From an optimization exercise on the open Yosys and OpenROAD flow, aimed at small area; shortcuts taken in it are not production practice. Function was checked by simulation only, so behaviour that the tests miss may differ from the original. Power is estimated from default activity; no workload was simulated.

### design/flow/config.mk
export PLATFORM = sky130hd
export DESIGN_NAME = conv1
export DESIGN_NICKNAME = conv1
export VERILOG_FILES = /design/flow/design.v
export SDC_FILE = /design/flow/constraint.sdc
export NUM_CORES = 8
export LEC_CHECK = 0
export CAP_MARGIN = 20
export CORE_MARGIN = 2
export CORE_UTILIZATION = 40
export SLEW_MARGIN = 20
### design/flow/constraint.sdc
create_clock -name core_clock -period 6.0 [get_ports {clock}]
set_input_delay 1.2000 -clock core_clock [delete_from_list [all_inputs] [get_ports {clock}]]
set_output_delay 1.2000 -clock core_clock [all_outputs]
set_load 0.01 [all_outputs]
### design/flow/design.v
module conv1 (
  input clock,
  input reset,
  input vld_in,
  input [5:0][15:0] in,
  output vld_out,
  output [63:0][15:0] out
);
  reg [2:0] vld_r;
  always @(posedge clock) vld_r <= reset ? 3'd0 : {vld_r, vld_in};
  assign vld_out = vld_r[2];
  reg [5:0][15:0] in_r;
  always @(posedge clock) in_r <= in;
  wire [15:0] x0 = in_r[0];
  wire [15:0] x1 = in_r[1];
  wire [15:0] x2 = in_r[2];
  wire [15:0] x3 = in_r[3];
  wire [15:0] x4 = in_r[4];
  wire [15:0] x5 = in_r[5];
  wire [15:0] n0 = x3 - x4;   
  wire [15:0] n1 = x5 + x3;   
  wire [15:0] n2 = x4 + x3;   
  wire [15:0] n3 = x1 - x2;   
  wire [15:0] n4 = x1 - x5;   
  wire [15:0] n5 = x5 + x1;   
  wire [15:0] n6 = x0 - x5;   
  wire [15:0] n7 = x3 + x0;   
  reg [15:0] x5_s2;
  always @(posedge clock) x5_s2 <= x5;
  reg [15:0] n0_s2;
  always @(posedge clock) n0_s2 <= n0;
  wire [15:0] n8 = n0_s2 - x5_s2;   
  reg [15:0] n2_s2;
  always @(posedge clock) n2_s2 <= n2;
  reg [15:0] x2_s2;
  always @(posedge clock) x2_s2 <= x2;
  wire [15:0] n9 = x2_s2 - n2_s2;   
  wire [15:0] n10 = x2_s2 - n0_s2;   
  wire [15:0] n11 = n2_s2 + x2_s2;   
  reg [15:0] n3_s2;
  always @(posedge clock) n3_s2 <= n3;
  wire [15:0] n12 = n3_s2 - n2_s2;   
  wire [15:0] n13 = n0_s2 + n3_s2;   
  reg [15:0] x4_s2;
  always @(posedge clock) x4_s2 <= x4;
  reg [15:0] n4_s2;
  always @(posedge clock) n4_s2 <= n4;
  wire [15:0] n14 = n4_s2 - x4_s2;   
  reg [15:0] n5_s2;
  always @(posedge clock) n5_s2 <= n5;
  wire [15:0] n15 = x4_s2 + n5_s2;   
  wire [15:0] n16 = n0_s2 + n5_s2;   
  reg [15:0] x3_s2;
  always @(posedge clock) x3_s2 <= x3;
  wire [15:0] n17 = x3_s2 + n5_s2;   
  wire [15:0] n18 = x2_s2 + n5_s2;   
  reg [15:0] n7_s2;
  always @(posedge clock) n7_s2 <= n7;
  wire [15:0] n19 = n7_s2 - n5_s2;   
  wire [15:0] n20 = n7_s2 - n4_s2;   
  reg [15:0] n6_s2;
  always @(posedge clock) n6_s2 <= n6;
  wire [15:0] n21 = n6_s2 - x3_s2;   
  wire [15:0] n22 = n6_s2 - n0_s2;   
  wire [15:0] n23 = x2_s2 + n6_s2;   
  wire [15:0] n24 = n3_s2 + n7_s2;   
  reg [15:0] x0_s2;
  always @(posedge clock) x0_s2 <= x0;
  wire [15:0] n25 = n4_s2 + x0_s2;   
  wire [15:0] n26 = n5_s2 + x0_s2;   
  reg [15:0] n1_s2;
  always @(posedge clock) n1_s2 <= n1;
  wire [15:0] n27 = n11 - n1_s2;   
  wire [15:0] n28 = n16 - n3_s2;   
  wire [15:0] n29 = n13 - n1_s2;   
  wire [15:0] n30 = n18 - n2_s2;   
  reg [15:0] x1_s2;
  always @(posedge clock) x1_s2 <= x1;
  wire [15:0] n31 = n10 + x1_s2;   
  wire [15:0] n32 = n18 - x4_s2;   
  wire [15:0] n33 = n22 - x1_s2;   
  wire [15:0] n34 = n20 - x4_s2;   
  wire [15:0] n35 = n22 - n3_s2;   
  wire [15:0] n36 = n9 + n20;   
  wire [15:0] n37 = n10 + n19;   
  wire [15:0] n38 = n10 + n20;   
  wire [15:0] n39 = x0_s2 - n12;   
  wire [15:0] n40 = n6_s2 - n11;   
  wire [15:0] n41 = n22 - x2_s2;   
  wire [15:0] n42 = x0_s2 - n10;   
  wire [15:0] n43 = n6_s2 - n9;   
  wire [15:0] n44 = n23 - x3_s2;   
  wire [15:0] n45 = n23 - n0_s2;   
  wire [15:0] n46 = n26 - n11;   
  wire [15:0] n47 = n3_s2 + n22;   
  wire [15:0] n48 = n25 - n10;   
  wire [15:0] n49 = n26 - n9;   
  wire [15:0] n50 = n25 - x4_s2;   
  wire [15:0] n51 = n26 - x4_s2;   
  wire [15:0] n52 = n9 + n26;   
  wire [15:0] n53 = n10 + n26;   
  wire [15:0] n54 = n11 + n25;   
  wire [15:0] n55 = n11 + n26;   
  reg [15:0] x2_s3;
  always @(posedge clock) x2_s3 <= x2_s2;
  reg [15:0] n33_s3;
  always @(posedge clock) n33_s3 <= n33;
  wire [15:0] n56 = n33_s3 - x2_s3;   
  reg [15:0] n3_s3;
  always @(posedge clock) n3_s3 <= n3_s2;
  reg [15:0] n40_s3;
  always @(posedge clock) n40_s3 <= n40;
  wire [15:0] n57 = n40_s3 - n3_s3;   
  reg [15:0] n39_s3;
  always @(posedge clock) n39_s3 <= n39;
  wire [15:0] n58 = n39_s3 - x2_s3;   
  reg [15:0] x1_s3;
  always @(posedge clock) x1_s3 <= x1_s2;
  reg [15:0] n38_s3;
  always @(posedge clock) n38_s3 <= n38;
  wire [15:0] n59 = x1_s3 + n38_s3;   
  reg [15:0] n28_s3;
  always @(posedge clock) n28_s3 <= n28;
  reg [15:0] n6_s3;
  always @(posedge clock) n6_s3 <= n6_s2;
  wire [15:0] n60 = n28_s3 + n6_s3;   
  reg [15:0] x0_s3;
  always @(posedge clock) x0_s3 <= x0_s2;
  wire [15:0] n61 = n28_s3 + x0_s3;   
  reg [15:0] n10_s3;
  always @(posedge clock) n10_s3 <= n10;
  reg [15:0] n50_s3;
  always @(posedge clock) n50_s3 <= n50;
  wire [15:0] n62 = n10_s3 + n50_s3;   
  wire [15:0] n63 = x2_s3 + n50_s3;   
  reg [15:0] n16_s3;
  always @(posedge clock) n16_s3 <= n16;
  reg [15:0] n44_s3;
  always @(posedge clock) n44_s3 <= n44;
  wire [15:0] n64 = n16_s3 + n44_s3;   
  reg [15:0] x3_s3;
  always @(posedge clock) x3_s3 <= x3_s2;
  reg [15:0] n53_s3;
  always @(posedge clock) n53_s3 <= n53;
  wire [15:0] n65 = x3_s3 + n53_s3;   
  reg [15:0] x4_s3;
  always @(posedge clock) x4_s3 <= x4_s2;
  reg [15:0] n54_s3;
  always @(posedge clock) n54_s3 <= n54;
  wire [15:0] n66 = n54_s3 - x4_s3;   
  assign out[0] = n53_s3;
  reg [15:0] n23_s3;
  always @(posedge clock) n23_s3 <= n23;
  assign out[1] = n23_s3;
  reg [15:0] n36_s3;
  always @(posedge clock) n36_s3 <= n36;
  assign out[2] = n36_s3;
  reg [15:0] n22_s3;
  always @(posedge clock) n22_s3 <= n22;
  assign out[3] = n22_s3;
  assign out[4] = -n64;
  reg [15:0] n51_s3;
  always @(posedge clock) n51_s3 <= n51;
  assign out[5] = -n51_s3;
  reg [15:0] n29_s3;
  always @(posedge clock) n29_s3 <= n29;
  assign out[6] = n29_s3;
  reg [15:0] n1_s3;
  always @(posedge clock) n1_s3 <= n1_s2;
  assign out[7] = -n1_s3;
  reg [15:0] n5_s3;
  always @(posedge clock) n5_s3 <= n5_s2;
  assign out[8] = -n5_s3;
  reg [15:0] n32_s3;
  always @(posedge clock) n32_s3 <= n32;
  assign out[9] = n32_s3;
  reg [15:0] n45_s3;
  always @(posedge clock) n45_s3 <= n45;
  assign out[10] = -n45_s3;
  assign out[11] = n57;
  reg [15:0] n35_s3;
  always @(posedge clock) n35_s3 <= n35;
  assign out[12] = -n35_s3;
  assign out[13] = n38_s3;
  assign out[14] = n56;
  assign out[15] = -n60;
  reg [15:0] n27_s3;
  always @(posedge clock) n27_s3 <= n27;
  assign out[16] = n27_s3;
  assign out[17] = x1_s3;
  reg [15:0] n48_s3;
  always @(posedge clock) n48_s3 <= n48;
  assign out[18] = -n48_s3;
  assign out[19] = n59;
  reg [15:0] n19_s3;
  always @(posedge clock) n19_s3 <= n19;
  assign out[20] = -n19_s3;
  reg [15:0] x5_s3;
  always @(posedge clock) x5_s3 <= x5_s2;
  assign out[21] = -x5_s3;
  assign out[22] = n65;
  reg [15:0] n42_s3;
  always @(posedge clock) n42_s3 <= n42;
  assign out[23] = -n42_s3;
  reg [15:0] n21_s3;
  always @(posedge clock) n21_s3 <= n21;
  assign out[24] = n21_s3;
  assign out[25] = n33_s3;
  reg [15:0] n4_s3;
  always @(posedge clock) n4_s3 <= n4_s2;
  assign out[26] = -n4_s3;
  assign out[27] = n50_s3;
  reg [15:0] n25_s3;
  always @(posedge clock) n25_s3 <= n25;
  assign out[28] = n25_s3;
  assign out[29] = -n39_s3;
  assign out[30] = n6_s3;
  reg [15:0] n49_s3;
  always @(posedge clock) n49_s3 <= n49;
  assign out[31] = n49_s3;
  reg [15:0] n15_s3;
  always @(posedge clock) n15_s3 <= n15;
  assign out[32] = -n15_s3;
  reg [15:0] n34_s3;
  always @(posedge clock) n34_s3 <= n34;
  assign out[33] = n34_s3;
  assign out[34] = -n61;
  reg [15:0] n24_s3;
  always @(posedge clock) n24_s3 <= n24;
  assign out[35] = n24_s3;
  reg [15:0] n41_s3;
  always @(posedge clock) n41_s3 <= n41;
  assign out[36] = -n41_s3;
  assign out[37] = -n62;
  reg [15:0] n43_s3;
  always @(posedge clock) n43_s3 <= n43;
  assign out[38] = -n43_s3;
  assign out[39] = n44_s3;
  reg [15:0] n37_s3;
  always @(posedge clock) n37_s3 <= n37;
  assign out[40] = -n37_s3;
  reg [15:0] n13_s3;
  always @(posedge clock) n13_s3 <= n13;
  assign out[41] = n13_s3;
  reg [15:0] n17_s3;
  always @(posedge clock) n17_s3 <= n17;
  assign out[42] = -n17_s3;
  reg [15:0] n30_s3;
  always @(posedge clock) n30_s3 <= n30;
  assign out[43] = n30_s3;
  assign out[44] = n24_s3;
  reg [15:0] n18_s3;
  always @(posedge clock) n18_s3 <= n18;
  assign out[45] = n18_s3;
  reg [15:0] n52_s3;
  always @(posedge clock) n52_s3 <= n52;
  assign out[46] = -n52_s3;
  reg [15:0] n47_s3;
  always @(posedge clock) n47_s3 <= n47;
  assign out[47] = n47_s3;
  reg [15:0] n46_s3;
  always @(posedge clock) n46_s3 <= n46;
  assign out[48] = n46_s3;
  assign out[49] = -n54_s3;
  assign out[50] = 16'd0;
  reg [15:0] n8_s3;
  always @(posedge clock) n8_s3 <= n8;
  assign out[51] = -n8_s3;
  assign out[52] = -n66;
  assign out[53] = n28_s3;
  assign out[54] = n63;
  reg [15:0] n9_s3;
  always @(posedge clock) n9_s3 <= n9;
  assign out[55] = -n9_s3;
  assign out[56] = -n17_s3;
  reg [15:0] n31_s3;
  always @(posedge clock) n31_s3 <= n31;
  assign out[57] = n31_s3;
  assign out[58] = -n16_s3;
  reg [15:0] n55_s3;
  always @(posedge clock) n55_s3 <= n55;
  assign out[59] = n55_s3;
  assign out[60] = -n58;
  assign out[61] = n40_s3;
  reg [15:0] n12_s3;
  always @(posedge clock) n12_s3 <= n12;
  assign out[62] = -n12_s3;
  reg [15:0] n14_s3;
  always @(posedge clock) n14_s3 <= n14;
  assign out[63] = n14_s3;
endmodule
### design/flow/run.sh
#!/bin/bash
# synth_recipe.tcl (not shown) runs the flow's synth.tcl, then flattens the netlist and writes it again
# the make line also repeats each setting of config.mk as NAME=value (left out here)
make -C /OpenROAD-flow-scripts/flow DESIGN_CONFIG=/design/flow/config.mk WORK_HOME=/design/flow/orfs CLKGATE_MAP_FILE= SYNTH_SCRIPT=/design/flow/synth_recipe.tcl finish
==> flow_summary.yaml <==
synthesis:
  synth_flop_cell: "dfxtp_1"
  synth-edff-count: 0
  netlist.area_leader.share_pct: 32.1
  async_set_or_reset_register_ratio_after_synthesis_pct: 0
  synth.area.top_cells: "dfxtp_1 (32%), ha_1 (17%), xnor2_1 (9.1%)"
  post-synth-top-area-cell: "dfxtp_1"
  mappedNetlistArea_um2: 75400
  synth.distinct_cells: 108
  netlist_instances: 8578
  yosys_register_bits: 1207
  syn_avg_cell_area_um2: 8.79
  ys_warn_count: 1
  register_area_share_after_synthesis_pct: 32.1
critical_path:
  timing.critical_path.from_type: "register"
  r2r_slack_ns: 0.60
  slowest_delay_ns: 0.56
  cp_data_arrival_time_ns: 4.63
  timing.critical_path.buf_inv: 2
  worst-path-max-fanout: 4
  crit_chain: "ha_1 > a21o_1 > a21oi_1 > o21ai_0 > a21oi_1 > o21ai_0 > a21oi_2 > o21ai_0 > o41ai_2 > buf_4 > o2111ai_1 > a21oi_1 > xnor2_1 > clkdlybuf4s50_1"
  critical_path_class: "reg2out"
  cp_top_family: "compound AO/OA/AOI/OAI gates"
  endpoint_kind: "output pin"
  r2r-end: "n39_s3[15]$_DFF_P_"
  timing.critical_path.required_ns: 4.80
  ff2ff_path_depth: 19
  regToRegStartpoint: "n0_s2[0]$_DFF_P_"
  critical_path.slowest_cell: "clkdlybuf4s50_1"
placed_design:
  post-dp-hpwl_um: 324000
  placed_area_um2: 91300
  place.gp.congestion: 1.00
  port-buffer-count: 1107
cts:
  cts_tree: "done"
  cts_bufs_inserted: 147
  clkTransAtPathRegs_ns: 0.06
  clock_insertion_delay_worst_skew_ns: 0.84
  clock_sink_count: 1207
  root_buffer: "clkbuf_16"
  ctsHtreeMaxLevel: 4
  clock_tree.buffer_depth: 3
detailed_routing:
  vias_per_cell: 5.45
  drt_first_iter_violations: 5220
  drtAntennaViolNets: 0
  num_vias: 69100
  drt_pass1_iterations: 8
  finalWirelength_um: 377000
  wl_per_cell_um: 29.7
  drcViolationCount: 0
worst_hold_path:
  hold_start: "x5_s2[3]$_DFF_P_"
  hold_depth: 0
  holdPathEnd: "x5_s3[3]$_DFF_P_"
  holdCritPathClass: "reg2reg"
cells_and_area:
  post_route_cell_area_um2: 96900
  largest_reg_flops: 96
  area_growth_syn_to_layout_pct: 28.5
  final_nets: 11300
  fill_cells: 17400
  layout-drive-gt1-share_pct: 6.97
  regMostFlops: "in_r"
  finalCoreUtilization_pct: 51.6
grt:
  grt_start_max_net_pins: 19
  grt_usage_pct: 38.0
  grt_overflow: 0
  first_global_vias: 69700
  first_pass_grt_wire_length_um: 509000
  antenna_found_initial: 35
sta:
  final.setup_skew_ns: 0.0337
  tightestPinTransition_ns: 1.29
  final_hold_viol_count: 0
  final_min_period_over_clock_period_pct: 97.2
  period_needed_ns: 5.83
  final_max_slew_viol_count: 0
  slew_headroom_pct: 13.4
  fmax_ghz: 0.171
  finalSetupViolCount: 0
die:
  io-pin-count: 1124
  die_w_um: 438
  number_of_placement_rows: 159
  fp.dieArea_um2: 192000
  core_region_area_um2: 188000
  initial_utilization_pct: 40.2
  die_height_um: 438
power:
  power.leakage_nw: 43.7
  power-per-cell-area_nw_per_um2: 767
  vdd_drop_max_mv: 0.706
run:
  max_cap_violations: 0
outcome:
  outcome: "complete, no violations"
## how the worst max path moves through the flow
| stage | from | endpoint | slack [ns] | cells past startpoint |
|---|---|---|---|---|
| after floorplan | n5_s2[1]$_DFF_P_ | n49_s3[15]$_DFF_P_ | 1.65 | 18 |
| after global placement | n38_s3[1]$_DFF_P_ | out[319] | 0.31 | 13 |
| after detailed placement | n28_s3[1]$_DFF_P_ | out[559] | 0.31 | 17 |
| after CTS | n38_s3[1]$_DFF_P_ | out[319] | -0.04 | 13 |
| after global routing | n50_s3[2]$_DFF_P_ | out[606] | -0.03 | 15 |
| final | x2_s3[1]$_DFF_P_ | out[879] | 0.17 | 14 |
## layout make-up
| class | instances | area, um2 | area share (%) |
|---|---|---|---|
| Sequential cell | 1207 | 24200 | 24.9 |
| Tap cell | 2495 | 3120 | 3.22 |
| Inverter | 1068 | 4010 | 4.14 |
| Multi-Input combinational cell | 6198 | 46700 | 48.2 |
| Clock inverter | 70 | 1020 | 1.05 |
| Antenna cell | 14 | 35.0 | 0.0362 |
| Clock buffer | 200 | 4280 | 4.42 |
| Timing Repair Buffer | 1425 | 13500 | 14.0 |
## kinds of logic (layout without fill, tap and decap cells)
family | after synthesis | in the layout | share of synthesized area, %
and+or+nand+nor | 2268 | 2268 | 14.7
AOI/OAI and AO/OA | 1696 | 1696 | 14.7
DFF | 1207 | 1207 | 32.1
buffers and inverters | 1188 | 2763 | 6.35
adders and majority gates | 1125 | 1125 | 19.3
xor gates and xnor gates | 1083 | 1083 | 12.7
muxes | 10 | 10 | 0.134
other | 1 | 30 | 0.00497
## placed cells by master (no fill, tap or decap), types with 285 or more instances in the layout
cell             count
nor2_1             689
nand2_1            467
buf_4              315
xnor2_1            779
a21oi_1            428
o21ai_0            346
clkdlybuf4s50_1   1094
ha_1              1046
xor2_1             285
inv_1             1058
dfxtp_1           1206
## synthesized netlist by cell type, types with 12 or more instances
cell	count
a2111oi_0	44
a211o_1	18
a211oi_1	45
a21boi_0	127
a21o_1	137
a21oi_1	436
a221oi_1	12
a31oi_1	44
and2_1	39
and3_1	73
buf_4	80
clkbuf_1	28
dfxtp_1	1207
fa_1	67
ha_1	1046
inv_1	1058
nand2_1	467
nand2b_1	98
nand3_1	131
nand3b_1	25
nand4_1	43
nor2_1	690
nor2b_1	134
nor3_1	254
nor3b_1	27
nor4_1	112
o2111ai_1	35
o211ai_1	64
o21a_1	52
o21ai_0	378
o21bai_1	108
o311ai_0	16
o31ai_1	15
o41ai_1	22
or2_2	25
or3_1	44
or4_1	67
xnor2_1	786
xor2_1	285
## report_power, final
group | total (mW) | leakage [nW] | internal [mW] | switching (mW)
logic | 50.2 | 31.0 | 21.5 | 28.7
registers | 14.2 | 10.2 | 11.3 | 2.95
clock network | 9.83 | 2.59 | 5.93 | 3.90
## stage by stage
| step | hold WS (ns) | cells | setup WS (ns) | total power, mW | setup TNS, ns |
|---|---|---|---|---|---|
| global route | 0.353 | 12700 | -0.0303 | 77.7 | -0.0303 |
| finish | 0.348 | 12700 | 0.168 | 74.3 | 0 |
| detailed placement | 0.337 | 12400 | 0.307 | 63.4 | 0 |
| floorplan | 0.329 | 8593 | 1.65 | 38.5 | 0 |
| global placement | 0.336 | 12400 | 0.308 | 63.3 | 0 |
| CTS | 0.351 | 12700 | -0.0353 | 73.7 | -0.0353 |
## layer usage
layer  track usage [%]  share of wire [%]  vias to the layer above
li1                  -                  -                    32400
met1              42.1                 38                    33300
met2              65.1                 47                     2646
met3              6.74                6.4                      739
met4              28.2                8.7                        8
met5                 0              0.012                        -
## repair_timing
| item | CTS | global route |
|---|---|---|
| gates cloned | 0 | 0 |
| setup endpoints to repair | 37 | 37 |
| gates resized for setup | 51 | 58 |
| pin swaps | 4 | 15 |
| hold buffers | 0 | 0 |
| buffers inserted | 3 | 4 |

-- separate check: timing with driven ports --
No port has a modelled driver above. Below, the same layout with a new extraction and two added sets of constraints. Step 1, drivers: a clkbuf_16 drives clock and a buf_2 each remaining input, both assumed. Step 2, shift: input delay + t, output delay - t, t = (earliest + latest rising clock arrival at the registers) / 2. This alone moves slack from input paths to output paths. Three values: no drivers, after step 1, after step 2; two values: the first two.
t (ns): 0.925
setup slack, ns: 0.168 / 0.067 / 0.600
hold slack, ns: 0.348 / 0.348 / 0.348
After both steps setup and hold are still met in this run. For this run, drivers alone change the setup slack by -0.101 ns; drivers and shift together by +0.432 ns.
